This design comes from an exercise in tuning for small area, a short achievable clock period and few clock cycles per item on the open sky130 flow, not from production work.
RTL that was checked went through simulation tests only; none was proved equivalent to the original.
For runs 1 to 5, only the layout was checked, not whether the RTL still works.
Power is estimated from default activity; no workload was simulated.

$ cat flow/config.mk
export PLATFORM = sky130hd
export DESIGN_NAME = MD5
export DESIGN_NICKNAME = MD5
export VERILOG_FILES = /design/flow/design.v
export SDC_FILE = /design/flow/constraint.sdc
export NUM_CORES = 8
export LEC_CHECK = 0
export ABC_AREA = 1
export CAP_MARGIN = 20
export CORE_MARGIN = 2
export CORE_UTILIZATION = 40
export CTS_BUF_LIST = sky130_fd_sc_hd__clkbuf_8
export SETUP_SLACK_MARGIN = 4.0
export SLEW_MARGIN = 20
$ cat flow/constraint.sdc
create_clock -name core_clock -period 9.0 [get_ports {clk}]
set_input_delay 1.8000 -clock core_clock [delete_from_list [all_inputs] [get_ports {clk}]]
set_output_delay 1.8000 -clock core_clock [all_outputs]
set_load 0.01 [all_outputs]
$ cat flow/design.v
module MD5_core(
    input wire clk,
    input wire reset_n,
    input wire init,
    input wire next,
    input wire block_wr,
    input wire [3:0] block_addr,
    input wire [31:0] block_data,
    output wire [127:0] digest,
    output wire ready
);
localparam A0 = 32'h67452301;
localparam B0 = 32'hefcdab89;
localparam C0 = 32'h98badcfe;
localparam D0 = 32'h10325476;
function [31:0] K(input [5:0] i);
    begin
        case (i)
            6'd0: K = 32'hd76aa478;
            6'd1: K = 32'he8c7b756;
            6'd2: K = 32'h242070db;
            6'd3: K = 32'hc1bdceee;
            6'd4: K = 32'hf57c0faf;
            6'd5: K = 32'h4787c62a;
            6'd6: K = 32'ha8304613;
            6'd7: K = 32'hfd469501;
            6'd8: K = 32'h698098d8;
            6'd9: K = 32'h8b44f7af;
            6'd10: K = 32'hffff5bb1;
            6'd11: K = 32'h895cd7be;
            6'd12: K = 32'h6b901122;
            6'd13: K = 32'hfd987193;
            6'd14: K = 32'ha679438e;
            6'd15: K = 32'h49b40821;
            6'd16: K = 32'hf61e2562;
            6'd17: K = 32'hc040b340;
            6'd18: K = 32'h265e5a51;
            6'd19: K = 32'he9b6c7aa;
            6'd20: K = 32'hd62f105d;
            6'd21: K = 32'h02441453;
            6'd22: K = 32'hd8a1e681;
            6'd23: K = 32'he7d3fbc8;
            6'd24: K = 32'h21e1cde6;
            6'd25: K = 32'hc33707d6;
            6'd26: K = 32'hf4d50d87;
            6'd27: K = 32'h455a14ed;
            6'd28: K = 32'ha9e3e905;
            6'd29: K = 32'hfcefa3f8;
            6'd30: K = 32'h676f02d9;
            6'd31: K = 32'h8d2a4c8a;
            6'd32: K = 32'hfffa3942;
            6'd33: K = 32'h8771f681;
            6'd34: K = 32'h6d9d6122;
            6'd35: K = 32'hfde5380c;
            6'd36: K = 32'ha4beea44;
            6'd37: K = 32'h4bdecfa9;
            6'd38: K = 32'hf6bb4b60;
            6'd39: K = 32'hbebfbc70;
            6'd40: K = 32'h289b7ec6;
            6'd41: K = 32'heaa127fa;
            6'd42: K = 32'hd4ef3085;
            6'd43: K = 32'h04881d05;
            6'd44: K = 32'hd9d4d039;
            6'd45: K = 32'he6db99e5;
            6'd46: K = 32'h1fa27cf8;
            6'd47: K = 32'hc4ac5665;
            6'd48: K = 32'hf4292244;
            6'd49: K = 32'h432aff97;
            6'd50: K = 32'hab9423a7;
            6'd51: K = 32'hfc93a039;
            6'd52: K = 32'h655b59c3;
            6'd53: K = 32'h8f0ccc92;
            6'd54: K = 32'hffeff47d;
            6'd55: K = 32'h85845dd1;
            6'd56: K = 32'h6fa87e4f;
            6'd57: K = 32'hfe2ce6e0;
            6'd58: K = 32'ha3014314;
            6'd59: K = 32'h4e0811a1;
            6'd60: K = 32'hf7537e82;
            6'd61: K = 32'hbd3af235;
            6'd62: K = 32'h2ad7d2bb;
            6'd63: K = 32'heb86d391;
        endcase
    end
endfunction
function [15:0] G1H(input [5:0] i);
    begin
        case (i)
            6'd0: G1H = 16'h0001;
            6'd1: G1H = 16'h0002;
            6'd2: G1H = 16'h0004;
            6'd3: G1H = 16'h0008;
            6'd4: G1H = 16'h0010;
            6'd5: G1H = 16'h0020;
            6'd6: G1H = 16'h0040;
            6'd7: G1H = 16'h0080;
            6'd8: G1H = 16'h0100;
            6'd9: G1H = 16'h0200;
            6'd10: G1H = 16'h0400;
            6'd11: G1H = 16'h0800;
            6'd12: G1H = 16'h1000;
            6'd13: G1H = 16'h2000;
            6'd14: G1H = 16'h4000;
            6'd15: G1H = 16'h8000;
            6'd16: G1H = 16'h0002;
            6'd17: G1H = 16'h0040;
            6'd18: G1H = 16'h0800;
            6'd19: G1H = 16'h0001;
            6'd20: G1H = 16'h0020;
            6'd21: G1H = 16'h0400;
            6'd22: G1H = 16'h8000;
            6'd23: G1H = 16'h0010;
            6'd24: G1H = 16'h0200;
            6'd25: G1H = 16'h4000;
            6'd26: G1H = 16'h0008;
            6'd27: G1H = 16'h0100;
            6'd28: G1H = 16'h2000;
            6'd29: G1H = 16'h0004;
            6'd30: G1H = 16'h0080;
            6'd31: G1H = 16'h1000;
            6'd32: G1H = 16'h0020;
            6'd33: G1H = 16'h0100;
            6'd34: G1H = 16'h0800;
            6'd35: G1H = 16'h4000;
            6'd36: G1H = 16'h0002;
            6'd37: G1H = 16'h0010;
            6'd38: G1H = 16'h0080;
            6'd39: G1H = 16'h0400;
            6'd40: G1H = 16'h2000;
            6'd41: G1H = 16'h0001;
            6'd42: G1H = 16'h0008;
            6'd43: G1H = 16'h0040;
            6'd44: G1H = 16'h0200;
            6'd45: G1H = 16'h1000;
            6'd46: G1H = 16'h8000;
            6'd47: G1H = 16'h0004;
            6'd48: G1H = 16'h0001;
            6'd49: G1H = 16'h0080;
            6'd50: G1H = 16'h4000;
            6'd51: G1H = 16'h0020;
            6'd52: G1H = 16'h1000;
            6'd53: G1H = 16'h0008;
            6'd54: G1H = 16'h0400;
            6'd55: G1H = 16'h0002;
            6'd56: G1H = 16'h0100;
            6'd57: G1H = 16'h8000;
            6'd58: G1H = 16'h0040;
            6'd59: G1H = 16'h2000;
            6'd60: G1H = 16'h0010;
            6'd61: G1H = 16'h0800;
            6'd62: G1H = 16'h0004;
            6'd63: G1H = 16'h0200;
        endcase
    end
endfunction
function [31:0] rot2(input [31:0] x, input [3:0] sr, input [4:0] sq);
    reg [31:0] t;
    begin
        t = ({32{sr[0]}} & x) | ({32{sr[1]}} & {x[30:0], x[31]}) |
            ({32{sr[2]}} & {x[29:0], x[31:30]}) | ({32{sr[3]}} & {x[28:0], x[31:29]});
        rot2 = ({32{sq[0]}} & {t[27:0], t[31:28]}) | ({32{sq[1]}} & {t[23:0], t[31:24]}) |
               ({32{sq[2]}} & {t[19:0], t[31:20]}) | ({32{sq[3]}} & {t[15:0], t[31:16]}) |
               ({32{sq[4]}} & {t[11:0], t[31:12]});
    end
endfunction
function [31:0] rotl(input [31:0] x, input [15:0] s);
    begin
        rotl = ({32{s[0]}} & {x[24:0], x[31:25]}) |
        ({32{s[1]}} & {x[19:0], x[31:20]}) |
        ({32{s[2]}} & {x[14:0], x[31:15]}) |
        ({32{s[3]}} & {x[9:0], x[31:10]}) |
        ({32{s[4]}} & {x[26:0], x[31:27]}) |
        ({32{s[5]}} & {x[22:0], x[31:23]}) |
        ({32{s[6]}} & {x[17:0], x[31:18]}) |
        ({32{s[7]}} & {x[11:0], x[31:12]}) |
        ({32{s[8]}} & {x[27:0], x[31:28]}) |
        ({32{s[9]}} & {x[20:0], x[31:21]}) |
        ({32{s[10]}} & {x[15:0], x[31:16]}) |
        ({32{s[11]}} & {x[8:0], x[31:9]}) |
        ({32{s[12]}} & {x[25:0], x[31:26]}) |
        ({32{s[13]}} & {x[21:0], x[31:22]}) |
        ({32{s[14]}} & {x[16:0], x[31:17]}) |
        ({32{s[15]}} & {x[10:0], x[31:11]});
    end
endfunction
function [4:0] rot_amt(input [5:0] i);
    begin
        case ({i[5:4], i[1:0]})
            4'd0: rot_amt = 5'd7;
            4'd1: rot_amt = 5'd12;
            4'd2: rot_amt = 5'd17;
            4'd3: rot_amt = 5'd22;
            4'd4: rot_amt = 5'd5;
            4'd5: rot_amt = 5'd9;
            4'd6: rot_amt = 5'd14;
            4'd7: rot_amt = 5'd20;
            4'd8: rot_amt = 5'd4;
            4'd9: rot_amt = 5'd11;
            4'd10: rot_amt = 5'd16;
            4'd11: rot_amt = 5'd23;
            4'd12: rot_amt = 5'd6;
            4'd13: rot_amt = 5'd10;
            4'd14: rot_amt = 5'd15;
            4'd15: rot_amt = 5'd21;
        endcase
    end
endfunction
function [31:0] bswap(input [31:0] w);
    begin
        bswap = {w[7:0], w[15:8], w[23:16], w[31:24]};
    end
endfunction
reg [31:0] blk [0:15];
reg [31:0] h0_reg, h1_reg, h2_reg, h3_reg;   
reg [31:0] a_reg, b_reg, c_reg, d_reg;
reg [31:0] x1_reg, x0_reg;   
reg [31:0] pre_reg;      
reg [3:0]  rlo_reg;      
reg [4:0]  rhi_reg;      
reg        pstep_reg;    
reg        plast_reg;    
reg [15:0] gsel_reg;     
reg        pv_reg;       
reg [6:0]  cnt_reg;      
reg        busy_reg;
reg        fin_reg;      
reg        reload_reg;   
wire idle    = ~busy_reg;
wire go      = next & idle;
wire do_init = init & idle;
wire bwe     = block_wr & idle;
wire cnt_lo  = ~cnt_reg[6] & ~cnt_reg[5] & ~cnt_reg[4];    
wire match   = bwe & cnt_lo & ~reload_reg & (block_addr == cnt_reg[3:0]);
wire inval   = bwe & (cnt_reg[4] | (cnt_lo & (block_addr < cnt_reg[3:0])));
wire prep    = match | ((busy_reg | (go & ~cnt_lo)) & ~cnt_reg[6] & ~reload_reg);
wire clear   = do_init | inval | reload_reg;
wire step    = (pv_reg & pstep_reg) | fin_reg;
wire [6:0] cnt_inc = cnt_reg + 7'd1;
reg [31:0] w_mem;
integer i;
always @(*) begin
    w_mem = 32'h0;
    for (i = 0; i < 16; i = i + 1)
        w_mem = w_mem | ({32{gsel_reg[i]}} & blk[i]);
end
wire        w_bus   = idle & cnt_lo;
wire [31:0] w_sel   = w_bus ? block_data : w_mem;
wire [31:0] pre_new = (pv_reg ? d_reg : a_reg) + K(cnt_reg[5:0]) + w_sel;
wire [31:0] f_val   = (b_reg & x1_reg) | (~b_reg & x0_reg);
wire [31:0] b_new   = b_reg + rot2(pre_reg + f_val, rlo_reg, rhi_reg);
wire [31:0] h_sum   = h0_reg + b_reg;
wire [31:0] c_nx = reload_reg ? h2_reg : (pv_reg ? b_reg : c_reg);
wire [31:0] d_nx = reload_reg ? h3_reg : (pv_reg ? c_reg : d_reg);
reg  [31:0] x1_new, x0_new;
always @(*) begin
    case (cnt_reg[5:4])
        2'd0: begin x1_new = c_nx;           x0_new = d_nx;          end
        2'd1: begin x1_new = c_nx | d_nx;    x0_new = c_nx & ~d_nx;  end
        2'd2: begin x1_new = ~(c_nx ^ d_nx); x0_new = c_nx ^ d_nx;   end
        2'd3: begin x1_new = ~c_nx;          x0_new = ~(c_nx ^ d_nx); end
    endcase
end
assign ready  = idle;
assign digest = {bswap(h0_reg), bswap(h1_reg), bswap(h2_reg), bswap(h3_reg)};
always @(posedge clk or negedge reset_n) begin
    if (!reset_n) begin
        busy_reg   <= 1'b0;
        pv_reg     <= 1'b0;
        cnt_reg    <= 7'd0;
        gsel_reg   <= 16'h0001;
        fin_reg    <= 1'b0;
        reload_reg <= 1'b0;
    end
    else begin
        fin_reg    <= pv_reg & plast_reg;
        reload_reg <= fin_reg | do_init | inval;
        if (go)
            busy_reg <= 1'b1;
        else if (pv_reg & plast_reg)
            busy_reg <= 1'b0;
        if (clear) begin
            cnt_reg  <= 7'd0;
            gsel_reg <= 16'h0001;
            pv_reg   <= 1'b0;
        end
        else begin
            pv_reg <= prep;
            if (prep) begin
                cnt_reg  <= cnt_inc;
                gsel_reg <= G1H(cnt_inc[5:0]);
            end
        end
    end
end
always @(posedge clk) begin
    if (bwe)
        blk[block_addr] <= block_data;
    if (prep) begin
        pre_reg   <= pre_new;
        rlo_reg   <= 4'h1 << (rot_amt(cnt_reg[5:0]) & 5'd3);
        rhi_reg   <= 5'h1 << ((rot_amt(cnt_reg[5:0]) >> 2) - 5'd1);
        pstep_reg <= (cnt_reg[5:0] >= 6'd61);
        plast_reg <= (cnt_reg[5:0] == 6'd63);
    end
    x1_reg <= x1_new;
    x0_reg <= x0_new;
    if (reload_reg) begin
        a_reg <= h0_reg;
        b_reg <= h1_reg;
        c_reg <= h2_reg;
        d_reg <= h3_reg;
    end
    else if (pv_reg) begin
        a_reg <= d_reg;
        b_reg <= b_new;
        c_reg <= b_reg;
        d_reg <= c_reg;
    end
    if (do_init) begin
        h0_reg <= A0;
        h1_reg <= B0;
        h2_reg <= C0;
        h3_reg <= D0;
    end
    else if (step) begin
        h0_reg <= h3_reg;
        h1_reg <= h_sum;
        h2_reg <= h1_reg;
        h3_reg <= h2_reg;
    end
end
endmodule
module MD5(
    input wire clk,
    input wire reset_n,
    input wire cs,
    input wire we,
    input wire [7:0] address,
    input wire [31:0] write_data,
    output wire [31:0] read_data
);
localparam CORE_NAME0   = 32'h6d643520;    
localparam CORE_NAME1   = 32'h68617368;    
localparam CORE_VERSION = 32'h302e3120;    
wire         ready;
wire [127:0] digest;
wire wr       = cs & we;
wire ctrl_wr  = wr & (address == 8'h08);
wire block_wr = wr & (address[7:4] == 4'h2);
MD5_core core(
    .clk(clk),
    .reset_n(reset_n),
    .init(ctrl_wr & write_data[0] & ~write_data[1]),
    .next(ctrl_wr & write_data[1] & ~write_data[0]),
    .block_wr(block_wr),
    .block_addr(address[3:0]),
    .block_data(write_data),
    .digest(digest),
    .ready(ready)
);
reg [31:0] rd;
always @(*) begin
    rd = 32'h0;
    case (address)
        8'h00: rd = CORE_NAME0;
        8'h01: rd = CORE_NAME1;
        8'h02: rd = CORE_VERSION;
        8'h09: rd = {31'h0, ready};
        8'h40: rd = digest[127:96];
        8'h41: rd = digest[95:64];
        8'h42: rd = digest[63:32];
        8'h43: rd = digest[31:0];
        default: rd = 32'h0;
    endcase
end
assign read_data = rd;
endmodule
$ cat flow/run.sh
#!/bin/bash
# synth_recipe.tcl (not shown) runs the flow's synth.tcl, then flattens the netlist and writes it again
# the make line also repeats each setting of config.mk as NAME=value (left out here)
make -C /OpenROAD-flow-scripts/flow DESIGN_CONFIG=/design/flow/config.mk WORK_HOME=/design/flow/orfs CLKGATE_MAP_FILE= SYNTH_SCRIPT=/design/flow/synth_recipe.tcl finish
==> impl_results.md, run 1 <==
- VDD IR max: 0.1465 mV
- Crit-path max FO: 6
- P_int: 6192 µW
- Vias: 43.29k
- Critical Path Source: address[5]
- Setup-failing EPs final: 0
- Sequential share of power: a little under three fifths
- Top Layer Used: met5
- Die width: about 350 µm
- Clk root buf: clkbuf_8
- Slew Viols, Final: 0
- Sw power: approximately 1800 µW
- Port-buffer cells: 75
- Part of the Yosys area used for sequential elements: 49.29%
- Status: complete, no violations
- Routed wire length per instance: ~25 µm
- Mapped Avg Cell Area: approximately 9 µm²
- Mapped Cells: around 5.5k
- Slew Limit Headroom: 25.44%
- Worst reg2reg path depth: 27
- Worst-path clk slew: 0.06 ns
- Area of the core: about 120000 µm²
- RSZ-0062 raised after global routing: true
- Die area: 124900 µm²
- CTS buffer count: 153
- I/O Pins: between 70 and 80
- Clock skew: 0.06691 ns
- Reg2Reg Setup Slack: 3.76 ns
- Post-synthesis cell area: around 49000 µm²
- Worst setup EP type: output port
- Layout cells sized above 1: 20.12%
- Asr flop ratio synth: 2.993%
- Worst slew pin tran: approximately 1.1 ns
- All-Layer GR Usage: between 20% and 30%
- Setup Total Neg Slack: 0 ns
- Met3 WL: 16410 µm
- # nets final: approximately 6k
- # DRC: 0
- CP Capture Point: read_data[1]
- Reg2reg start: core.b_reg[28]$_DFFE_PP_
- Clock sinks: 902
- Cell area power density: 134.9 nW/µm²
- Global-route wire length before repair: 271200 µm
- CTS tree: done
- Critical Path RT: 7.20 ns
- Distinct cells, synth: slightly below 80
- CP arrival: approximately 3.5 ns
- Area delta synth->final: 21.47%
- Startpoint Class: input pin
- Synth Net Count: 5790
- Initial antenna violation count: 9
- Total gr overflow: 0
- Synthesized flop and latch total: 902
- Max FFs per register: 512
- M1 wire length: about 75000 µm
- CTS H-Tree Depth: 4
- Tcrit/Tclk final: approximately three fifths
- Vias in the first global route: 40.03k
- Min-Delay Path Class: reg2reg
- Combinational share of power: 1.1%
- First-pass detailed-route iteration total: 6
- Placer Congestion: 1.030
- Yosys Warn Count: 2
- Skew-Pair Late Insertion Delay: 0.88 ns
- Number of max-cap violations: 0
- Initial Util: 40.23%
- Routed WL: ~190000 µm
- CTS Buffer Depth: 3
- HPWL after DPL: 128400 µm
- Largest Register: core.blk
- Die extent in y: 353.4 µm
- Worst r2r dst: core.b_reg[2]$_DFFE_PP_
- Switching Share: a little under a quarter
- Fin. Hold Viols: 0
- Top FF cell, synth: edfxtp_1
- FMAX: 187.6 MHz
- Clock share of power: 43.9%
- Leak: ~0.025 µW
- WS Path Type: in2out
- Routed wl met2: 89090 µm
- Vias/cell: 5.739
- Routed Antenna Nets: 0
- Number of flops mapped to enable cells by yosys: 587
- Fin crit period: 5.331 ns
- Largest net degree at the start of global routing: 90
- Initial drt markers: between 4k and 5k
- Post-layout util: 48.87%
- Cell Rows: 128
[placed cells by master, fill, tap and decap left out, drive strengths merged, types with 40 or more instances in the layout]
cell type / synthesis / final
a21oi: 280 / 280
a221oi: 101 / 101
buf: 47 / 356
clkbuf: 201 / 172
dfxtp: 288 / 288
edfxtp: 587 / 587
ha: 214 / 214
inv: 630 / 689
nand2: 1335 / 1337
nand3: 250 / 250
nand4: 117 / 117
nor2: 305 / 307
o211ai: 137 / 137
o21ai: 398 / 398
o22ai: 77 / 77
or2: 46 / 46
xor2: 40 / 40
[Yosys cell counts, drive strengths merged, types with 4 or more instances]
library cell  number  area share [%]
dfrtp             26             1.3
a211oi            19            0.29
xor2              40            0.76
o311ai             6            0.14
mux2i             39            0.80
a221oi           101             1.8
clkbuf           201             1.6
nor2             305             2.5
ha               214             5.5
o22ai             77            0.99
o21bai            10            0.15
a21oi            280             2.9
nand3            250             2.6
fa                35             1.4
edfxtp           587              36
mux2              30            0.69
a21boi             6            0.11
o221ai            38            0.68
clkinv             8           0.061
nand2           1335              10
or2               46            0.59
o211ai           137             2.1
and2               8            0.12
inv              630             4.8
xnor2             21            0.38
o2111ai           25            0.49
a22o              29            0.52
nor3              31            0.34
nand4            117             1.6
o21ai            398             4.1
dfxtp            288              12
nor4               4           0.095
buf               47            0.51
o21a              10            0.15
nand3b             5           0.077
a21o               8            0.12
a31oi             24            0.31
o31ai             17            0.26
o32ai             12            0.22
a22oi             14            0.22
[worst max-delay path, stage by stage]
cell and delay [ns]:
buf_8 0.10, nor2_4 0.12, inv_2 0.05, nor3_4 0.15, buf_6 0.13, clkinvlp_4 0.10
buf_8 0.15, buf_6 0.13, nor2_4 0.15, buf_12 0.17, buf_6 0.11, a221oi_1 0.07
o21ai_1 0.12, buf_2 0.18
[cell families after synthesis]
| group | count (synthesis) | synth area share [%] |
|---|---|---|
| XOR/XNOR | 61 | 1.140 |
| buffers and inverters | 888 | 7.005 |
| AO/OA/AOI/OAI | 1225 | 15.90 |
| flip-flops | 902 | 49.29 |
| adder cells (fa/ha/maj) | 249 | 6.918 |
| multiplexers | 69 | 1.491 |
| AND/OR/NAND/NOR | 2103 | 18.26 |
[power by group through the flow]
stage,clock (µW),sequential (µW),combinational [µW]
final,3510,4400,88.8
after detailed placement,0,4490,74.0
after global placement,0,4490,72.1
after floorplan,0,4490,8.88
after CTS,3560,4400,83.7
after global routing,3750,4400,95.0
[metal layers]
layer  vias up  track usage [%]
met5         -                0
met4         6            15.22
met3       447            6.077
met2      1988            47.58
met1     21070            37.23
li1      19780                -
[worst min path at each step]
stage	startpoint	endpoint	slack, ns	cells after the start
floorplan	core.plast_reg$_DFFE_PP_	core.fin_reg$_DFF_PN0_	0.43	2
global placement	core.h2_reg[2]$_SDFFE_PP1P_	core.h3_reg[2]$_SDFFE_PP1P_	0.47	2
detailed placement	core.plast_reg$_DFFE_PP_	core.fin_reg$_DFF_PN0_	0.46	2
CTS	core.plast_reg$_DFFE_PP_	core.fin_reg$_DFF_PN0_	0.48	2
global route	core.plast_reg$_DFFE_PP_	core.fin_reg$_DFF_PN0_	0.50	2
finish	core.plast_reg$_DFFE_PP_	core.fin_reg$_DFF_PN0_	0.48	2
[cell type report]
class,instances,area (µm²)
Fill cell,11390,62070
Multi-Input combinational cell,3711,24340
Sequential cell,902,24080
Timing Repair Buffer,397,3537
Inverter,638,2450
Clock buffer,168,2312
Tap cell,1625,2033
Clock inverter,99,565.5
Antenna cell,3,7.507
[stage by stage]
step	cell area, µm²	cells	power (µW)	setup slack (ns)	hold WS (ns)
final	59320	7543	8001	3.669	0.4796
after global routing	59320	7541	8237	3.574	0.4993
after CTS	56770	7442	8045	3.725	0.4785
after detailed placement	51420	7035	4559	1.991	0.4641
after global placement	51420	7035	4557	2.046	0.4659
after floorplan	48840	5497	4495	4.014	0.4264
[repair_timing]
item | 4_1_cts | 5_1_grt
gates resized for setup | 489 | 426
pin swaps | 62 | 161
hold buffers | 0 | 0
cloned | 8 | 2
hold endpoints to repair | 0 | 0
setup endpoints to repair | 85 | 74
buffers inserted | 132 | 96
==> run 2, diff against run 1 <==
--- a/flow/config.mk
+++ b/flow/config.mk
@@ -12,3 +12,3 @@
 export CTS_BUF_LIST = sky130_fd_sc_hd__clkbuf_8
-export SETUP_SLACK_MARGIN = 4.0
+export SETUP_SLACK_MARGIN = 3.6
 export SLEW_MARGIN = 20
==> impl_results.md, run 2 <==
- Critical Path Source: core.cnt_reg[1]$_DFFE_PN0P_
- Worst r2r dst: core.pre_reg[26]$_DFFE_PP_
- Startpoint Class: flip-flop
- Clk root buf: clkbuf_8
- Top FF cell, synth: edfxtp_1
- Setup Total Neg Slack: 0 ns
- Critical Path RT: 9.58 ns
- Global-route wire length before repair: 266800 µm
- # DRC: 0
- Worst reg2reg path depth: 28
- Fillers: 11.73k
- VDD IR max: 0.1512 mV
- Initial drt markers: approximately 4.9k
- Sequential share of power: 55.1%
- Crit-path max FO: 16
- P_int: 6188 µW
- Reg2Reg Setup Slack: 3.66 ns
- Mapped Cells: approximately 5.5k
- Crit path largest cell delay: just under 0.6 ns
- Yosys Warn Count: 2
- Worst slew pin tran: between 1 and 1.5 ns
- Total gr overflow: 0
- # nets final: about 6.0k
- Placer Congestion: between 1 and 1.5
- Leak: 0.02356 µW
- Die width: 353.4 µm
- All-Layer GR Usage: 28.99%
- Min-Delay Path Class: reg2reg
- Slowest CP cell: fa_1
- First-pass detailed-route iteration total: 9
- Area delta synth->final: 15.46%
- Setup-failing EPs final: 0
- Part of the Yosys area used for sequential elements: 49.29%
- Commonest non-fill, non-tap cells in the layout: nand2_1 (1274), inv_1 (651), edfxtp_1 (587), o21ai_0 (354), dfxtp_1 (288)
- CTS H-Tree Depth: 4
- Tcrit/Tclk final: 59.36%
- Vias in the first global route: 39.24k
- Initial antenna violation count: 12
- Sw power: 1801 µW
- HPWL after DPL: between 100000 and 150000 µm
- Worst-path clk slew: 0.08 ns
- Distinct cells, synth: 79
- Synth area leader: edfxtp_1
- Routed Antenna Nets: 0
- Combinational share of power: 1.0%
- Die extent in y: 353.4 µm
- CP arrival: 5.92 ns
- Max FFs per register: 512
- Clock sinks: 902
- Synth cell count leaders: nand2_1 (1313), inv_1 (607), edfxtp_1 (587)
- Synthesized flop and latch total: roughly 900
- Post-synthesis cell area: 48840 µm²
- Skew-Pair Late Insertion Delay: 0.88 ns
- Initial Util: between 40% and 50%
- Clock skew: 0.05616 ns
- Hold Path End: core.fin_reg$_DFF_PN0_
- Slew Viols, Final: 0
- Min-Delay Path Depth: 2
- Synth Net Count: 5790
- Number of flops mapped to enable cells by yosys: 587
- Die area: 124900 µm²
- Largest net degree at the start of global routing: 90
- Hold Crit Start: core.plast_reg$_DFFE_PP_
- Vias/cell: 5.726
- Worst setup EP type: flip-flop
- Layout cells sized above 1: between 10 and 15%
- Critical Path Most Common Cell: nand2_1
- Area share of the largest cell type after synthesis: 36.09%
- Largest Register: core.blk
- FMAX: between 150 and 200 MHz
- Routed WL: 186400 µm
- CTS tree: done
- Slew Limit Headroom: 26.89%
- Cell Rows: ~130
- Most common cell in the synthesized netlist: nand2_1
- Most common cell after layout, fill and taps aside: nand2_1
- Fin. Hold Viols: 0
- Number of max-cap violations: 0
- Top cells by area, synth: edfxtp_1 (36%), dfxtp_1 (12%), nand2_1 (10%)
- WS Path Type: reg2reg
- Clock share of power: 43.9%
- Switching Share: 22.54%
- Fin crit period: 5.342 ns
- Mapped Avg Cell Area: between 8 and 9 µm²
- Asr flop ratio synth: 2.993%
- Vias: 42.42k
- Reg2reg start: core.cnt_reg[1]$_DFFE_PN0P_
- Port-buffer cells: 75
- Cell area power density: 141.7 nW/µm²
- I/O Pins: 76
- Status: complete, no violations
- Tot Pwr: approximately 8000 µW
- Routed wire length per instance: between 20 and 30 µm
- Area of the core: 121400 µm²
- CTS Buffer Depth: 3
- CTS buffer count: 153
- RSZ-0062 raised after global routing: true
-- run 2: kinds of logic after synthesis --
kind of cell	synth area share [%]
adders and majority gates	6.918
muxes	1.491
DFF	49.29
AOI/OAI and AO/OA	15.90
xor gates and xnor gates	1.140
buffers and inverters	7.005
and+or+nand+nor	18.26
-- run 2: worst max-delay path by stage --
stage	to	slack [ns]	depth (start not counted)
floorplan	read_data[14]	4.01	7
global placement	read_data[18]	2.05	9
detailed placement	read_data[18]	1.99	9
CTS	core.b_reg[18]$_DFFE_PP_	3.59	32
global route	core.b_reg[26]$_DFFE_PP_	3.44	31
finish	core.pre_reg[26]$_DFFE_PP_	3.66	28
-- run 2: worst max-delay path, delay by kind of cell, from the launching register on --
kind	cells	cell delay (ns)
AND/OR/NAND/NOR	12	1.44
adder cells (fa/ha/maj)	3	1.23
AO/OA/AOI/OAI	6	1.11
buffers and inverters	7	0.87
flip-flops	1	0.38
-- run 2: area by class of cell --
type | instances | area, µm² | share of cell area [%]
multi-input cells | 3709 | 22770 | 40.39
inverters | 638 | 2424 | 4.298
clock inverters | 99 | 565.5 | 1.003
repair buffers | 262 | 2190 | 3.883
clock buffers | 168 | 2312 | 4.101
well taps | 1625 | 2033 | 3.606
diodes | 4 | 10.01 | 0.01775
repair inverters | 1 | 5.005 | 0.008876
flip-flops and latches | 902 | 24070 | 42.69
-- run 2: repair_timing --
item	4_1_cts	5_1_grt
hold endpoints to repair	0	0
endpoints found under the setup margin	76	69
cloned	3	1
hold buffers	0	0
gates resized for setup	238	175
pin swaps	21	49
buffers inserted	68	30
-- run 2: power by group through the flow --
stage	combinational, µW	clock, µW	sequential (µW)
after floorplan	8.88	0	4490
after global placement	72.1	0	4490
after detailed placement	74.0	0	4490
after CTS	78.5	3560	4400
after global routing	86.2	3740	4400
final	79.8	3510	4400
-- run 2: layer usage --
layer	up-vias	track usage (%)	part of all wire, %
li1	19500	-	-
met1	20620	36.91	40
met2	1864	47.08	46
met3	418	5.737	7.7
met4	8	14.37	5.6
met5	-	0	0.025
-- run 2: metrics by stage --
| stage | instance area (µm²) | instances | hold slack (ns) | util (%) | setup slack [ns] |
|---|---|---|---|---|---|
| floorplan | 48840 | 5497 | 0.4264 | - | 4.014 |
| global placement | 51420 | 7035 | 0.4659 | 42.35 | 2.046 |
| detailed placement | 51420 | 7035 | 0.4641 | 42.36 | 1.991 |
| CTS | 55490 | 7373 | 0.4785 | 45.71 | 3.585 |
| global route | 56380 | 7406 | 0.4996 | 46.44 | 3.444 |
| finish | 56390 | 7408 | 0.4757 | 46.45 | 3.658 |
==> run 3, diff against run 2 <==
--- a/flow/config.mk
+++ b/flow/config.mk
@@ -10,5 +10,5 @@
 export CORE_MARGIN = 2
-export CORE_UTILIZATION = 40
+export CORE_UTILIZATION = 55
 export CTS_BUF_LIST = sky130_fd_sc_hd__clkbuf_8
-export SETUP_SLACK_MARGIN = 3.6
+export SETUP_SLACK_MARGIN = 4.0
 export SLEW_MARGIN = 20
==> impl_results.md, run 3 <==
- Area share of the largest cell type after synthesis: 36.09%
- Clock share of power: approximately 44%
- Mapped Cells: approximately 5.5k
- Vias/cell: 6.186
- Clk root buf: clkbuf_8
- Part of the Yosys area used for sequential elements: 49.29%
- Routed wire length per instance: 26.73 µm
- Initial drt markers: 5196
- Port-buffer cells: 75
- Total gr overflow: 0
- # DRC: 0
- CTS H-Tree Depth: 4
- Status: complete, no violations
- Sequential share of power: 54.8%
- Slew Limit Headroom: about 27%
- RSZ-0062 raised after global routing: true
- Area delta synth->final: 18.01%
- Distinct cells, synth: 79
- Area of the multi-input gates: 23610 µm²
- Fin crit period: approximately 5.5 ns
- Combinational share of power: under 10%
- Worst slew pin tran: 1.076 ns
- Crit-path max FO: 4
- Top FF cell, synth: edfxtp_1
- Largest Register: core.blk
- Slew Viols, Final: 0
- Max FFs per register: 512
- Top cells by area, synth: edfxtp_1 (36%), dfxtp_1 (12%), nand2_1 (10%)
- P_int: 6261 µW
- Leak: about 0.024 µW
- # nets final: between 6k and 7k
- All-Layer GR Usage: 40.38%
- VDD IR max: 0.1735 mV
- Most common cell after layout, fill and taps aside: nand2_1
- Mapped Avg Cell Area: 8.884 µm²
- Cell Rows: 109
- Pre-CTS WS: between 2 and 2.5 ns
- Routed WL: 187800 µm
- Sw power: 1771 µW
- Worst setup EP type: flip-flop
- FMAX: 181.7 MHz
- Global-route wire length before repair: 267000 µm
- Die extent in y: 302.0 µm
- Cell area power density: around 140 nW/µm²
- Slowest CP cell: edfxtp_1
- Layout cells sized above 1: 17.62%
- WS Path Type: reg2reg
- Initial Util: 55.35%
- Startpoint Class: flip-flop
- Setup-failing EPs final: 0
- Number of flops mapped to enable cells by yosys: 587
- CTS tree: done
- Clock skew: around 0.066 ns
- CP arrival: 6.11 ns
- Vias in the first global route: 40.48k
- Yosys Warn Count: 2
- Critical Path RT: 9.60 ns
- Min-Delay Path Class: reg2reg
- Skew-Pair Late Insertion Delay: 0.87 ns
- Synthesized flop and latch total: 902
- HPWL after DPL: 124500 µm
- Vias: 43.47k
- Die area: 91190 µm²
- First-pass detailed-route iteration total: 6
- Post-synthesis cell area: approximately 49000 µm²
- Fin. Hold Viols: 0
- Register area: 24080 µm²
- Worst-path clk slew: approximately 0.070 ns
- I/O Pins: 76
- Asr flop ratio synth: 2.993%
- Area of the core: a little under 90000 µm²
- Fillers: 7270
- CTS buffer count: 149
- Routed Antenna Nets: 0
- Switching Share: 22.05%
- Placer Congestion: 1.025
- Reg2Reg Setup Slack: ~3.5 ns
- Crit path largest cell delay: 0.57 ns
- Commonest non-fill, non-tap cells in the layout: nand2_1 (1251), inv_1 (637), edfxtp_1 (587), o21ai_0 (334), dfxtp_1 (288)
- Hold buffers post-CTS: 0
- Synth cell count leaders: nand2_1 (1313), inv_1 (607), edfxtp_1 (587)
- Setup Total Neg Slack: 0 ns
- Clock sinks: around 900
- Most common cell in the synthesized netlist: nand2_1
- Die width: 302.0 µm
- Tcrit/Tclk final: about 61%
- Synth area leader: edfxtp_1
- Setup ws final: about 3.5 ns
- Number of max-cap violations: 0
- CTS Buffer Depth: 3
- Largest net degree at the start of global routing: 90
- Initial antenna violation count: 6
- Synth Net Count: 5790
[run 3: cell types whose count changed in the layout (fill, tap and decap cells not counted), sizes merged, moves of 2 or more]
cell	change
buf	+99
bufinv	+3
clkbuf	-6
clkdlybuf4s50	-4
clkinv	-4
clkinvlp	+3
diode	+2
dlygate4sd2	-15
dlymetal6s2s	+2
inv	-3
[run 3: final timing paths]
check	startpoint	cells after the start	end
hold reg to reg	core.h2_reg[1]$_SDFFE_PP1P_	2	core.h3_reg[1]$_SDFFE_PP1P_
setup reg to reg	core.b_reg[5]$_DFFE_PP_	32	core.b_reg[10]$_DFFE_PP_
hold / removal	core.h2_reg[1]$_SDFFE_PP1P_	2	core.h3_reg[1]$_SDFFE_PP1P_
setup / recovery	core.b_reg[5]$_DFFE_PP_	32	core.b_reg[10]$_DFFE_PP_
min in group asynchronous	reset_n	2	core.gsel_reg[5]$_DFFE_PN0P_
max in group asynchronous	reset_n	2	core.gsel_reg[0]$_DFFE_PN1P_
[run 3: critical path, delay by kind of cell, from the launching register on]
family,cells,cell delay [ns]
and+or+nand+nor,21,2.54
adders and majority gates,3,0.99
DFF,1,0.57
AOI/OAI and AO/OA,4,0.51
muxes,1,0.38
buffers and inverters,3,0.23
[run 3: cell families after synthesis]
group / Yosys count / share of synthesized area (%)
adder cells (fa/ha/maj): 249 / 6.918
AO/OA/AOI/OAI: 1225 / 15.90
flip-flops: 902 / 49.29
buffers and inverters: 888 / 7.005
XOR/XNOR: 61 / 1.140
multiplexers: 69 / 1.491
AND/OR/NAND/NOR: 2103 / 18.26
[run 3: layout make-up]
class,instances,area share (%)
flip-flops and latches,902,41.78
multi-input cells,3710,40.97
repair buffers,340,5.373
inverters,638,4.236
clock buffers,167,3.988
well taps,1165,2.529
clock inverters,97,1.064
repair inverters,2,0.03039
diodes,6,0.02605
[run 3: what timing repair did]
action	CTS	global route
setup endpoints to repair	87	74
buffers inserted	125	60
cloned	8	4
pin swaps	87	94
gates resized for setup	533	197
[run 3: per-stage QoR]
stage | util (%) | std cells | hold slack [ns] | power (µW) | cell area [µm²]
2_1_floorplan | - | 5497 | 0.4264 | 4495 | 48840
3_3_place_gp | 57.51 | 6560 | 0.4640 | 4555 | 50740
3_5_place_dp | 57.51 | 6560 | 0.4750 | 4557 | 50750
4_1_cts | 63.82 | 6957 | 0.4889 | 8042 | 56320
5_1_grt | 65.30 | 7023 | 0.5085 | 8240 | 57620
6_report | 65.31 | 7027 | 0.4829 | 8032 | 57630
[run 3: metal layers]
metal / global-route usage [%] / wire [µm]
met5: 0 / 26
met4: 30.47 / 16240
met3: 9.028 / 17530
met2: 62.60 / 83950
met1: 49.45 / 70070
[run 3: power by group through the flow]
stage	Sequential, µW	Clock, µW	Combinational [µW]
global placement	4490	0	69.9
detailed placement	4490	0	71.0
floorplan	4490	0	8.88
CTS	4400	3560	80.7
finish	4400	3550	84.8
global route	4400	3750	90.5
==> run 4, diff against run 3 <==
==> flow/flow/run.sh (new file) <==
#!/bin/bash
# The standard layout (the standard.sh), with one change to synthesis: Yosys does not map
# adders to the library's full/half-adder cells (ADDER_MAP_FILE is empty), so ABC maps the
# adders' logic together with the rest. Registers are mapped exactly as in the standard synthesis.
# make's full output goes to flow_make.log; ORFS keeps each step's log under orfs/logs/.
set -euo pipefail
bash standard.sh ADDER_MAP_FILE= finish > flow_make.log 2>&1
==> flow/standard.sh (new file) <==
#!/bin/bash
# synth_recipe.tcl (not shown) runs the flow's synth.tcl, then flattens the netlist and writes it again
# the make line also repeats each setting of config.mk as NAME=value (left out here)
make -C /OpenROAD-flow-scripts/flow DESIGN_CONFIG=/design/flow/config.mk WORK_HOME=/design/flow/orfs CLKGATE_MAP_FILE= SYNTH_SCRIPT=/design/flow/synth_recipe.tcl "${@:-finish}"
--- a/flow/config.mk
+++ b/flow/config.mk
@@ -10,4 +10,3 @@
 export CORE_MARGIN = 2
-export CORE_UTILIZATION = 55
-export CTS_BUF_LIST = sky130_fd_sc_hd__clkbuf_8
+export CORE_UTILIZATION = 40
 export SETUP_SLACK_MARGIN = 4.0
removed: flow/run.sh
==> impl_results.md, run 4 <==
- RSZ-0062 raised after global routing: true
- CTS tree: done
- Mapped Avg Cell Area: 7.764 µm²
- Vias in the first global route: 42.52k
- Vias: 46.88k
- Number of flops mapped to enable cells by yosys: 587
- Area share of the largest cell type after synthesis: between 30% and 40%
- Largest net degree at the start of global routing: roughly 100
- Tot Pwr: about 8400 µW
- All-Layer GR Usage: 31.34%
- Slew Viols, Final: 0
- Critical Path Source: address[5]
- Layout cells sized above 1: 10.74%
- Post-Synth Adder-Cell Area: less than 1%
- Global-route wire length before repair: 290300 µm
- Clk root buf: clkbuf_16
- Top FF cell, synth: edfxtp_1
- Clock skew: 0.05484 ns
- Critical Path RT: 7.20 ns
- Initial Util: between 40% and 50%
- Area of the core: around 120000 µm²
- Startpoint Class: input pin
- Number of max-cap violations: 0
- Tcrit/Tclk final: 57.08%
- Crit path largest cell delay: 0.25 ns
- Clock sinks: 902
- Max FFs per register: 512
- Synth Net Count: 6410
- Fin crit period: 5.137 ns
- Skew-Pair Late Insertion Delay: 0.70 ns
- Cell area power density: 146.7 nW/µm²
- Fin. Hold Viols: 0
- Distinct cells, synth: 78
- Worst-path clk slew: 0.06 ns
- Worst setup EP type: output port
- Worst path bufs/invs: 5
- Vias/cell: 5.715
- Worst slew pin tran: 1.093 ns
- Placer Congestion: approximately 1.1
- Initial antenna violation count: 4
- CP arrival: 3.34 ns
- Critical path's top delay family: simple AND/OR/NAND/NOR gates
- Fillers: 12.02k
- Synthesized flop and latch total: ~900
- Hold Crit Start: core.plast_reg$_DFFE_PP_
- Mux share of post-synthesis cell area: 0%
- Synth cell count leaders: nand2_1 (2003), inv_1 (646), edfxtp_1 (587)
- CTS buffer count: 94
- XOR/XNOR Fraction of Synth Area: 2.213%
- CTS H-Tree Depth: 3
- Hold buffers post-CTS: 0
- Register area: 24100 µm²
- Reg2reg start: core.b_reg[2]$_DFFE_PP_
- Area of the multi-input gates: 22890 µm²
- # DRC: 0
- Setup Total Neg Slack: 0 ns
- Asr flop ratio synth: 2.993%
- Post-synthesis cell area: 49420 µm²
- Min-Delay Path Class: reg2reg
- First-pass detailed-route iteration total: 7
- Simple-Gate Fraction of Synth Area: 27.55%
- Leak: between 0.02 and 0.025 µW
- Mapped Cells: 6366
- Die width: about 360 µm
- Total gr overflow: 0
- Port-buffer cells: 75
- Cell Rows: between 100 and 150
- Status: complete, no violations
- Synth area leader: edfxtp_1
- Initial drt markers: 5461
- VDD IR max: 0.2197 mV
- Yosys Warn Count: 2
- CTS Buffer Depth: 3
- Largest Register: core.blk
- # nets final: 6543
- I/O Pins: 76
- Post-layout util: 46.67%
- FMAX: 194.7 MHz
- Setup-failing EPs final: 0
- Most common cell in the synthesized netlist: nand2_1
- Part of the Yosys area used for sequential elements: 48.70%
- Slowest CP cell: or2_4
- HPWL after DPL: 144300 µm
- Crit-path max FO: 6
- Area delta synth->final: 15.39%
- Die area: 126400 µm²
- Routed wire length per instance: ~25 µm
- CP Cell Sequence: buf_6, or2_4, nor3_4, buf_6, inv_8, nor2_4, buf_12, a21oi_2, o21ai_1, a21oi_1, o21ai_1, buf_2
- Commonest non-fill, non-tap cells in the layout: nand2_1 (1977), inv_1 (623), edfxtp_1 (587), nor2_1 (486), nand3_1 (442)
- Routed Antenna Nets: 0
- Synth Area in Compound Gates: 14.41%
- Die extent in y: 355.5 µm
- Slew Limit Headroom: a little over a quarter
- Most common cell after layout, fill and taps aside: nand2_1
- Routed WL: a little over 200000 µm
- Top cells by area, synth: edfxtp_1 (36%), nand2_1 (15%), dfxtp_1 (12%)
- Largest family of logic cells by synthesized area: simple AND/OR/NAND/NOR gates
- WS Path Type: in2out
[run 4: cell types whose count changed in the layout (fill, tap and decap cells not counted), sizes merged, moves of 76 or more]
| cell | delta |
|---|---|
| ha | -214 |
| nand2 | +699 |
| nand3 | +198 |
| nor2 | +280 |
| o21ai | +76 |
[run 4: cell type report]
cell class,count,area share [%]
Tap cell,1625,3.565
Clock buffer,134,4.667
Clock inverter,38,0.7021
Antenna cell,3,0.01316
Multi-Input combinational cell,4553,40.13
Sequential cell,902,42.26
Inverter,681,4.557
Timing Repair Buffer,267,4.103
[run 4: worst paths after layout]
kind	to	slack (ns)	cells after the start
setup reg to reg	core.b_reg[22]$_DFFE_PP_	4.13	29
setup / recovery	read_data[26]	3.86	12
max in group asynchronous	core.gsel_reg[2]$_DFFE_PN0P_	7.08	2
hold reg to reg	core.fin_reg$_DFF_PN0_	0.47	2
min in group asynchronous	core.cnt_reg[3]$_DFFE_PN0P_	1.53	2
hold / removal	core.fin_reg$_DFF_PN0_	0.47	2
[run 4: report_power, final]
part / switching, µW / total (µW) / internal (µW)
Combinational: 58.9 / 85.7 / 26.8
Clock: 1690 / 3880 / 2190
Sequential: 0.0118 / 4400 / 4400
[run 4: stage by stage]
stage,instance area [µm²],worst slack (ns),hold WS [ns],std cells
finish,57030,3.863,0.4710,8203
global route,57020,3.778,0.5140,8200
CTS,55990,3.865,0.4641,8137
detailed placement,52020,1.768,0.4462,7906
global placement,52000,1.716,0.4534,7905
floorplan,49430,4.006,0.4216,6366
[run 4: timing repair]
item | 4_1_cts | 5_1_grt
pin swaps | 32 | 26
setup buffers | 52 | 61
hold endpoints to repair | 0 | 0
setup endpoints to repair | 74 | 79
gates resized for setup | 280 | 156
gates cloned | 7 | 2
[run 4: worst register-to-register path, delay by kind of cell, from the launching register on]
family	cells	cell delay, ns
flops	1	0.67
buf+inv	2	0.24
compound gates	1	0.15
simple gates	26	3.54
[run 4: logic make-up after synthesis]
logic type	count (synthesis)
flip-flops	902
XOR/XNOR	121
adder cells (fa/ha/maj)	1
AO/OA/AOI/OAI	1149
buffers and inverters	915
AND/OR/NAND/NOR	3278
[run 4: per-layer routing]
layer | vias to the layer above | GRT usage, % | routed length [µm]
li1 | 21770 | - | -
met1 | 22250 | 40.94 | 81510
met2 | 2361 | 50.42 | 93590
met3 | 497 | 4.676 | 17510
met4 | 2 | 16.15 | 11580
met5 | - | 0 | 13
==> run 5, diff against run 4 <==
--- a/flow/design.v
+++ b/flow/design.v
@@ -215,3 +215,3 @@
 reg [31:0] a_reg, b_reg, c_reg, d_reg;
-reg [31:0] x1_reg, x0_reg;   
+reg [3:0]  fsel_reg;     
 reg [31:0] pre_reg;      
@@ -248,16 +248,8 @@
 wire [31:0] pre_new = (pv_reg ? d_reg : a_reg) + K(cnt_reg[5:0]) + w_sel;
-wire [31:0] f_val   = (b_reg & x1_reg) | (~b_reg & x0_reg);
+wire [31:0] f_val   = ({32{fsel_reg[0]}} & (d_reg ^ (b_reg & (c_reg ^ d_reg)))) |
+                      ({32{fsel_reg[1]}} & (c_reg ^ (d_reg & (b_reg ^ c_reg)))) |
+                      ({32{fsel_reg[2]}} & (b_reg ^ c_reg ^ d_reg)) |
+                      ({32{fsel_reg[3]}} & (c_reg ^ (b_reg | ~d_reg)));
 wire [31:0] b_new   = b_reg + rot2(pre_reg + f_val, rlo_reg, rhi_reg);
 wire [31:0] h_sum   = h0_reg + b_reg;
-wire [31:0] c_nx = reload_reg ? h2_reg : (pv_reg ? b_reg : c_reg);
-wire [31:0] d_nx = reload_reg ? h3_reg : (pv_reg ? c_reg : d_reg);
-reg  [31:0] x1_new, x0_new;
-always @(*) begin
-    case (cnt_reg[5:4])
-        2'd0: begin x1_new = c_nx;           x0_new = d_nx;          end
-        2'd1: begin x1_new = c_nx | d_nx;    x0_new = c_nx & ~d_nx;  end
-        2'd2: begin x1_new = ~(c_nx ^ d_nx); x0_new = c_nx ^ d_nx;   end
-        2'd3: begin x1_new = ~c_nx;          x0_new = ~(c_nx ^ d_nx); end
-    endcase
-end
 assign ready  = idle;
@@ -299,2 +291,3 @@
         pre_reg   <= pre_new;
+        fsel_reg  <= 4'h1 << cnt_reg[5:4];
         rlo_reg   <= 4'h1 << (rot_amt(cnt_reg[5:0]) & 5'd3);
@@ -304,4 +297,2 @@
     end
-    x1_reg <= x1_new;
-    x0_reg <= x0_new;
     if (reload_reg) begin
==> flow/run.sh (new file) <==
#!/bin/bash
# synth_recipe.tcl (not shown) runs the flow's synth.tcl, then flattens the netlist and writes it again
# the make line also repeats each setting of config.mk as NAME=value (left out here)
make -C /OpenROAD-flow-scripts/flow DESIGN_CONFIG=/design/flow/config.mk WORK_HOME=/design/flow/orfs CLKGATE_MAP_FILE= SYNTH_SCRIPT=/design/flow/synth_recipe.tcl finish
removed: flow/flow/run.sh
removed: flow/standard.sh
==> impl_results.md, run 5 <==
- CTS Buffer Depth: 3
- Placer Congestion: 0.9615
- Initial Util: 40.17%
- CTS buffer count: 90
- Area share of the largest cell type after synthesis: 41.64%
- Fin. Hold Viols: 0
- HPWL after DPL: 124200 µm
- Tot Pwr: around 27000 µW
- Sequential share of power: roughly a fifth
- Most common cell in the synthesized netlist: nand2_1
- Area delta synth->final: 24.57%
- First-pass detailed-route iteration total: 8
- Synth cell count leaders: nand2_1 (1515), edfxtp_1 (655), inv_1 (610)
- Clock share of power: around 14%
- # DRC: 0
- Cell Rows: roughly 130
- Status: complete, no violations
- Worst slew pin tran: ~1.2 ns
- Critical Path Source: core.d_reg[0]$_DFFE_PP_
- Global-route wire length before repair: about 270000 µm
- Worst-path clk slew: 0.07 ns
- Largest Register: core.blk
- Top cells by area, synth: edfxtp_1 (42%), nand2_1 (12%), dfxtp_1 (6.8%)
- Commonest non-fill, non-tap cells in the layout: nand2_1 (1430), edfxtp_1 (655), inv_1 (571), o21ai_0 (309), a21oi_1 (306)
- Routed WL: around 190000 µm
- Mapped Cells: 5475
- I/O Pins: 76
- Sw power: 12750 µW
- Clk root buf: clkbuf_16
- Yosys Warn Count: 2
- Distinct cells, synth: 77
- Max FFs per register: 512
- VDD IR max: 0.5155 mV
- Worst r2r dst: core.b_reg[30]$_DFFE_PP_
- Die area: 120900 µm²
- Clock sinks: 842
- Min-Delay Path Class: reg2reg
- Post-synthesis cell area: between 40000 and 50000 µm²
- Tcrit/Tclk final: 62.46%
- Vias: 43.05k
- Crit path largest cell delay: 0.49 ns
- Top FF cell, synth: edfxtp_1
- Setup Total Neg Slack: 0 ns
- Synth Net Count: 5708
- Slowest CP cell: edfxtp_1
- Startpoint Class: flip-flop
- Most common cell after layout, fill and taps aside: nand2_1
- Initial antenna violation count: 8
- All-Layer GR Usage: 30.13%
- Area of the core: 117600 µm²
- Vias/cell: approximately 5.8
- Number of max-cap violations: 0
- Largest net degree at the start of global routing: 96
- Pre-CTS WS: 1.323 ns
- Skew-Pair Late Insertion Delay: approximately 0.7 ns
- CP arrival: 6.04 ns
- Cell area power density: 457.7 nW/µm²
- Setup ws final: 3.379 ns
- Number of flops mapped to enable cells by yosys: 655
- WS Path Type: reg2reg
- Routed Antenna Nets: 0
- Critical Path RT: 9.41 ns
- Vias in the first global route: 39.93k
- Worst setup EP type: flip-flop
- # nets final: 6031
- Worst reg2reg path depth: 39
- Asr flop ratio synth: approximately 3.2%
- Layout cells sized above 1: 19.89%
- Min-Delay Path Depth: 2
- Die width: about 350 µm
- Synth area leader: edfxtp_1
- Switching Share: between 40% and 50%
- Combinational share of power: 66.1%
- Setup-failing EPs final: 0
- Synthesized flop and latch total: roughly 840
- CTS tree: done
- Crit-path max FO: 4
- Total gr overflow: 0
- Die extent in y: 347.7 µm
- Fin crit period: approximately 5.6 ns
- FMAX: 177.9 MHz
- CP Capture Point: core.b_reg[30]$_DFFE_PP_
- P_int: 14180 µW
- Critical Path Most Common Cell: nand2_2
- CTS H-Tree Depth: 3
- Routed wire length per instance: 25.44 µm
- Reg2Reg Setup Slack: 3.38 ns
- Port-buffer cells: 75
- Part of the Yosys area used for sequential elements: 49.85%
- Slew Limit Headroom: between 10% and 20%
- Clock skew: about 0.052 ns
- Initial drt markers: 5057
- Reg2reg start: core.d_reg[0]$_DFFE_PP_
- RSZ-0062 raised after global routing: true
- Slew Viols, Final: 0
- Mapped Avg Cell Area: 8.628 µm²
- Leak: 0.02402 µW
## run 5: power groups by stage
stage               registers (µW)  logic [µW]  clock network [µW]
CTS                           5310       15800                3800
global placement              5460       12200                   0
finish                        5350       17800                3770
floorplan                     5230        8590                   0
detailed placement            5470       12300                   0
global route                  5380       19200                3960
## run 5: what timing repair did
item                                    4_1_cts  5_1_grt
cloned                                       10        3
buffers inserted                            209       70
hold buffers                                  0        0
pin swaps                                   139      125
gates resized for setup                     706      289
endpoints found under the setup margin       90       74
## run 5: per-stage QoR
| stage | area (µm²) | std cells | hold slack, ns | util (%) |
|---|---|---|---|---|
| final | 58850 | 7411 | 0.4729 | 50.04 |
| after global routing | 58840 | 7408 | 0.4884 | 50.03 |
| after CTS | 57030 | 7334 | 0.4671 | 48.50 |
| after detailed placement | 49840 | 6950 | 0.4542 | 42.38 |
| after global placement | 49840 | 6950 | 0.4467 | 42.38 |
| after floorplan | 47260 | 5475 | 0.4264 | - |
## run 5: worst min path at each step
stage                                               to                    startpoint  slack [ns]
final                     core.h2_reg[13]$_SDFFE_PP0P_  core.h1_reg[13]$_SDFFE_PP1P_        0.47
after global routing      core.h2_reg[13]$_SDFFE_PP0P_  core.h1_reg[13]$_SDFFE_PP1P_        0.49
after CTS                 core.h2_reg[13]$_SDFFE_PP0P_  core.h1_reg[13]$_SDFFE_PP1P_        0.47
after detailed placement  core.h2_reg[13]$_SDFFE_PP0P_  core.h1_reg[13]$_SDFFE_PP1P_        0.45
after floorplan                 core.fin_reg$_DFF_PN0_      core.plast_reg$_DFFE_PP_        0.43
after global placement    core.h2_reg[13]$_SDFFE_PP0P_  core.h1_reg[13]$_SDFFE_PP1P_        0.45
## run 5: kinds of logic after synthesis
family          after synthesis  share of synthesized area (%)
compound gates             1210                          15.79
xor+xnor                     57                          1.057
fa+ha+maj                   189                          5.562
buf+inv                     851                          6.855
flops                       842                          49.85
mux                          14                         0.2993
simple gates               2312                          20.58
## run 5: layout make-up
| cell class | count | area, µm² |
|---|---|---|
| Tap cell | 1536 | 1922 |
| Timing Repair inverter | 4 | 50.05 |
| Clock buffer | 126 | 2499 |
| Sequential cell | 842 | 23570 |
| Fill cell | 10860 | 58760 |
| Inverter | 631 | 2454 |
| Timing Repair Buffer | 447 | 4234 |
| Clock inverter | 39 | 480.5 |
| Multi-Input combinational cell | 3782 | 23630 |
| Antenna cell | 4 | 10.01 |
## run 5: layer usage
layer | GRT usage (%) | up-vias | wire [µm]
li1 | - | 19630 | -
met1 | 40.00 | 20800 | 76000
met2 | 46.60 | 2155 | 83470
met3 | 6.380 | 463 | 18250
met4 | 15.07 | 12 | 10750
met5 | 0 | - | 78
## run 5: critical path, delay by kind of cell, from the launching register on
kind	cells	cell delay (ns)
AO/OA/AOI/OAI	8	0.97
XOR/XNOR	1	0.20
adder cells (fa/ha/maj)	4	1.17
buffers and inverters	6	0.55
flip-flops	1	0.49
AND/OR/NAND/NOR	20	1.96
==> run 6, diff against run 5 <==
--- a/flow/design.v
+++ b/flow/design.v
@@ -215,3 +215,3 @@
 reg [31:0] a_reg, b_reg, c_reg, d_reg;
-reg [3:0]  fsel_reg;     
+reg [31:0] x1_reg, x0_reg;   
 reg [31:0] pre_reg;      
@@ -248,8 +248,16 @@
 wire [31:0] pre_new = (pv_reg ? d_reg : a_reg) + K(cnt_reg[5:0]) + w_sel;
-wire [31:0] f_val   = ({32{fsel_reg[0]}} & (d_reg ^ (b_reg & (c_reg ^ d_reg)))) |
-                      ({32{fsel_reg[1]}} & (c_reg ^ (d_reg & (b_reg ^ c_reg)))) |
-                      ({32{fsel_reg[2]}} & (b_reg ^ c_reg ^ d_reg)) |
-                      ({32{fsel_reg[3]}} & (c_reg ^ (b_reg | ~d_reg)));
+wire [31:0] f_val   = (b_reg & x1_reg) | (~b_reg & x0_reg);
 wire [31:0] b_new   = b_reg + rot2(pre_reg + f_val, rlo_reg, rhi_reg);
 wire [31:0] h_sum   = h0_reg + b_reg;
+wire [31:0] c_nx = reload_reg ? h2_reg : (pv_reg ? b_reg : c_reg);
+wire [31:0] d_nx = reload_reg ? h3_reg : (pv_reg ? c_reg : d_reg);
+reg  [31:0] x1_new, x0_new;
+always @(*) begin
+    case (cnt_reg[5:4])
+        2'd0: begin x1_new = c_nx;           x0_new = d_nx;          end
+        2'd1: begin x1_new = c_nx | d_nx;    x0_new = c_nx & ~d_nx;  end
+        2'd2: begin x1_new = ~(c_nx ^ d_nx); x0_new = c_nx ^ d_nx;   end
+        2'd3: begin x1_new = ~c_nx;          x0_new = ~(c_nx ^ d_nx); end
+    endcase
+end
 assign ready  = idle;
@@ -291,3 +299,2 @@
         pre_reg   <= pre_new;
-        fsel_reg  <= 4'h1 << cnt_reg[5:4];
         rlo_reg   <= 4'h1 << (rot_amt(cnt_reg[5:0]) & 5'd3);
@@ -297,2 +304,4 @@
     end
+    x1_reg <= x1_new;
+    x0_reg <= x0_new;
     if (reload_reg) begin
@@ -332,5 +341,2 @@
 );
-localparam CORE_NAME0   = 32'h6d643520;    
-localparam CORE_NAME1   = 32'h68617368;    
-localparam CORE_VERSION = 32'h302e3120;    
 wire         ready;
@@ -351,18 +357,31 @@
 );
-reg [31:0] rd;
+MD5_read rd_mux(
+    .address(address),
+    .ready(ready),
+    .digest(digest),
+    .read_data(read_data)
+);
+endmodule
+module MD5_read(
+    input wire [7:0] address,
+    input wire ready,
+    input wire [127:0] digest,
+    output reg [31:0] read_data
+);
+localparam CORE_NAME0   = 32'h6d643520;    
+localparam CORE_NAME1   = 32'h68617368;    
+localparam CORE_VERSION = 32'h302e3120;    
 always @(*) begin
-    rd = 32'h0;
     case (address)
-        8'h00: rd = CORE_NAME0;
-        8'h01: rd = CORE_NAME1;
-        8'h02: rd = CORE_VERSION;
-        8'h09: rd = {31'h0, ready};
-        8'h40: rd = digest[127:96];
-        8'h41: rd = digest[95:64];
-        8'h42: rd = digest[63:32];
-        8'h43: rd = digest[31:0];
-        default: rd = 32'h0;
+        8'h00: read_data = CORE_NAME0;
+        8'h01: read_data = CORE_NAME1;
+        8'h02: read_data = CORE_VERSION;
+        8'h09: read_data = {31'h0, ready};
+        8'h40: read_data = digest[127:96];
+        8'h41: read_data = digest[95:64];
+        8'h42: read_data = digest[63:32];
+        8'h43: read_data = digest[31:0];
+        default: read_data = 32'h0;
     endcase
 end
-assign read_data = rd;
 endmodule
==> flow/flow/run.sh (new file) <==
#!/bin/bash
# The standard layout (the standard.sh), with one change to synthesis: Yosys does not map
# adders to the library's full/half-adder cells (ADDER_MAP_FILE is empty), so ABC maps the
# adders' logic together with the rest. Registers are mapped exactly as in the standard synthesis.
# make's full output goes to flow_make.log; ORFS keeps each step's log under orfs/logs/.
set -euo pipefail
bash standard.sh ADDER_MAP_FILE= finish > flow_make.log 2>&1
==> flow/standard.sh (new file) <==
#!/bin/bash
# synth_recipe.tcl (not shown) runs the flow's synth.tcl, then flattens the netlist and writes it again
# the make line also repeats each setting of config.mk as NAME=value (left out here)
make -C /OpenROAD-flow-scripts/flow DESIGN_CONFIG=/design/flow/config.mk WORK_HOME=/design/flow/orfs CLKGATE_MAP_FILE= SYNTH_SCRIPT=/design/flow/synth_recipe.tcl "${@:-finish}"
--- a/flow/config.mk
+++ b/flow/config.mk
@@ -13 +13,2 @@
 export SLEW_MARGIN = 20
+export SYNTH_HIERARCHICAL = 1
removed: flow/run.sh
==> impl_results.md, run 6 <==
- Worst slew pin tran: 1.237 ns
- CP arrival: between 3 and 4 ns
- Top cells by area, synth: edfxtp_1 (35%), nand2_1 (14%), dfxtp_1 (11%)
- Routed Antenna Nets: 0
- Fin Hold WS: ~0.49 ns
- FMAX: roughly 200 MHz
- Cell area power density: 169.0 nW/µm²
- CTS buffer count: 97
- Global-route wire length before repair: 293300 µm
- Most common cell after layout, fill and taps aside: nand2_1
- Top FF cell, synth: edfxtp_1
- Slew Viols, Final: 0
- Port-buffer cells: between 70 and 80
- Most common cell in the synthesized netlist: nand2_1
- Fin. Hold Viols: 0
- Synthesized flop and latch total: roughly 900
- Synth area leader: edfxtp_1
- Placer Congestion: 1.022
- Number of flops mapped to enable cells by yosys: between 500 and 600
- Hold buffers post-CTS: 0
- Setup-failing EPs final: 0
- Number of max-cap violations: 0
- Cell Rows: 130
- Area of the core: 125400 µm²
- All-Layer GR Usage: just over 30%
- CTS Buffer Depth: 3
- Min-Delay Path Class: reg2reg
- Max FFs per register: 512
- Distinct cells, synth: 84
- Post-synthesis cell area: 50410 µm²
- Die extent in y: approximately 360 µm
- WS Path Type: in2out
- Initial antenna violation count: 6
- Routed wire length per instance: 24.78 µm
- Vias: 46.38k
- Die width: 359.0 µm
- Worst-path clk slew: roughly 0.060 ns
- Startpoint Class: input pin
- Largest Register: core.blk
- Yosys Warn Count: 8
- Die area: 128900 µm²
- Routed WL: 205100 µm
- Largest net degree at the start of global routing: 98
- Mapped Cells: 6444
- Mapped Avg Cell Area: 7.823 µm²
- Tcrit/Tclk final: 55.07%
- Leak: 0.02445 µW
- RSZ-0062 raised after global routing: true
- Clk root buf: clkbuf_16
- Layout cells sized above 1: between 10% and 20%
- Vias/cell: roughly 5.6
- Total gr overflow: 0
- Status: complete, no violations
- Initial drt markers: approximately 5.0k
- Synth cell count leaders: nand2_1 (1861), edfxtp_1 (587), inv_1 (576)
- Commonest non-fill, non-tap cells in the layout: nand2_1 (1850), edfxtp_1 (587), inv_1 (568), nand3_1 (538), nor2_1 (488)
- CTS tree: done
- Area share of the largest cell type after synthesis: 34.97%
- Asr flop ratio synth: 2.993%
- Worst setup EP type: output port
- Skew-Pair Late Insertion Delay: 0.74 ns
- Min-Delay Path Depth: 2
- Slew Limit Headroom: 16.67%
- Crit-path max FO: 7
- HPWL after DPL: between 100000 and 150000 µm
- # DRC: 0
- Fin crit period: 4.957 ns
- # nets final: between 6k and 7k
- CTS H-Tree Depth: 3
- Clock sinks: ~900
- Setup Total Neg Slack: 0 ns
- VDD IR max: 0.2139 mV
- I/O Pins: 76
- Synth Net Count: 6488
- Worst reg2reg path depth: 30
- Area delta synth->final: 13.71%
- Initial Util: about 40%
- Critical Path RT: 7.20 ns
- Vias in the first global route: approximately 43k
- First-pass detailed-route iteration total: 10
- Clock skew: 0.05850 ns
- Part of the Yosys area used for sequential elements: between 40% and 50%
==> run 6: final timing paths <==
kind / start / to / slack [ns]
max: address[2] / read_data[24] / 4.04
min: core.plast_reg$_DFFE_PP_ / core.fin_reg$_DFF_PN0_ / 0.49
max reg2reg: core.b_reg[28]$_DFFE_PP_ / core.b_reg[28]$_DFFE_PP_ / 4.22
min reg2reg: core.plast_reg$_DFFE_PP_ / core.fin_reg$_DFF_PN0_ / 0.49
max in group asynchronous: reset_n / core.gsel_reg[8]$_DFFE_PN0P_ / 7.11
min in group asynchronous: reset_n / core.cnt_reg[5]$_DFFE_PN0P_ / 1.48
==> run 6: modules after synthesis (local to each module, per instance) <==
module    cell area (µm²)  cells  times used
MD5                 71.32     15           1
MD5_core            48860   6115           1
MD5_read             1485    314           1
==> run 6: worst max-delay path, cell delays in order <==
cell       delay [ns]
buf_2            0.16
inv_2            0.11
nand2_8          0.11
nor2_4           0.19
bufbuf_16        0.30
buf_4            0.10
nand3_1          0.06
nand2_1          0.07
inv_1            0.04
nand2_1          0.08
buf_2            0.14
==> run 6: area by class of cell <==
cell class                      instances  area, µm²
Clock buffer                          135       2746
Multi-Input combinational cell       4634      23180
Sequential cell                       902      24090
Fill cell                           12450      68080
Inverter                              670       2539
Timing Repair Buffer                  239       2200
Clock inverter                         45      499.2
Antenna cell                            2      5.005
Tap cell                             1650       2064
==> run 6: what timing repair did <==
item | 4_1_cts | 5_1_grt
buffers inserted | 28 | 58
gates cloned | 12 | 2
resized for setup | 181 | 59
pin swaps | 23 | 14
endpoints found under the setup margin | 54 | 89
hold endpoints to repair | 0 | 0
==> run 6: kinds of logic (layout without fill, tap and decap cells) <==
group / Yosys count / after routing / share of synthesized area [%]
xor gates and xnor gates: 124 / 124 / 2.244
other: 0 / 2 / 0
and+or+nand+nor: 3355 / 3363 / 29.05
adders and majority gates: 4 / 4 / 0.08190
DFF: 902 / 902 / 47.75
AOI/OAI and AO/OA: 1143 / 1143 / 13.66
buffers and inverters: 916 / 1089 / 7.225
==> run 6: per-layer routing <==
metal	global-route usage [%]	wire length, µm	up-vias
met2	51.36	96120	2011
met5	0	34	-
met4	15.45	11300	4
li1	-	-	21920
met1	38.99	82730	22000
met3	5.066	14940	451
==> run 6: metrics by stage <==
step	util, %	instance area (µm²)	instances	setup slack (ns)	power [µW]
floorplan	-	50410	6444	4.637	5312
global placement	42.10	52790	7995	2.537	5670
detailed placement	42.10	52800	7995	2.559	5678
CTS	45.22	56710	8215	3.966	9703
global route	45.71	57320	8275	3.988	10000
finish	45.71	57330	8277	4.043	9686
==> run 6: where the power goes <==
| group | switching (µW) | internal (µW) | leakage [µW] |
|---|---|---|---|
| sequential | 34.8 | 4500 | 0.00798 |
| combinational | 775 | 333 | 0.0149 |
| clock | 1720 | 2320 | 0.00158 |
Testbench counts of run 6, summed over its fixed seeds: cycles 13,695, blocks 192.

re-timing with driven ports:
Ports are ideal in the flow. The routed layouts listed here were re-timed in OpenROAD. Step 1 sets driving cells, clkbuf_16 on the clock port and buf_2 on the other inputs (assumed; they add their load-dependent delay and slew). Step 2 moves the port delays by t, midway between the first and last clock arrival at a register: inputs arrive t later, outputs are due t later. That takes back most of the time a late clock gives input paths. Slacks: no drivers / after step 1 / after step 2; pairs: no drivers / after step 1.
run | shift t [ns] | setup slack, ns | hold slack, ns | worst setup path after step 2
run 1 | 0.922 | 3.669 / 3.611 / 3.225 | 0.480 / 0.480 / 0.480 | input to register
run 2 | 0.929 | 3.658 / 3.513 / 2.904 | 0.476 / 0.476 / 0.476 | input to register
run 3 | 0.914 | 3.497 / 3.497 / 3.261 | 0.483 / 0.483 / 0.483 | input to register
run 4 | 0.748 | 3.863 / 3.761 / 3.498 | 0.471 / 0.471 / 0.471 | input to register
run 5 | 0.750 | 3.379 / 3.379 / 3.379 | 0.473 / 0.473 / 0.473 | register to register
run 6 | 0.788 | 4.043 / 3.936 / 3.524 | 0.488 / 0.488 / 0.488 | input to register
After both steps setup and hold are still met in every run listed. For run 2, which loses most, drivers alone change the setup slack by -0.145 ns; drivers and shift together by -0.754 ns.
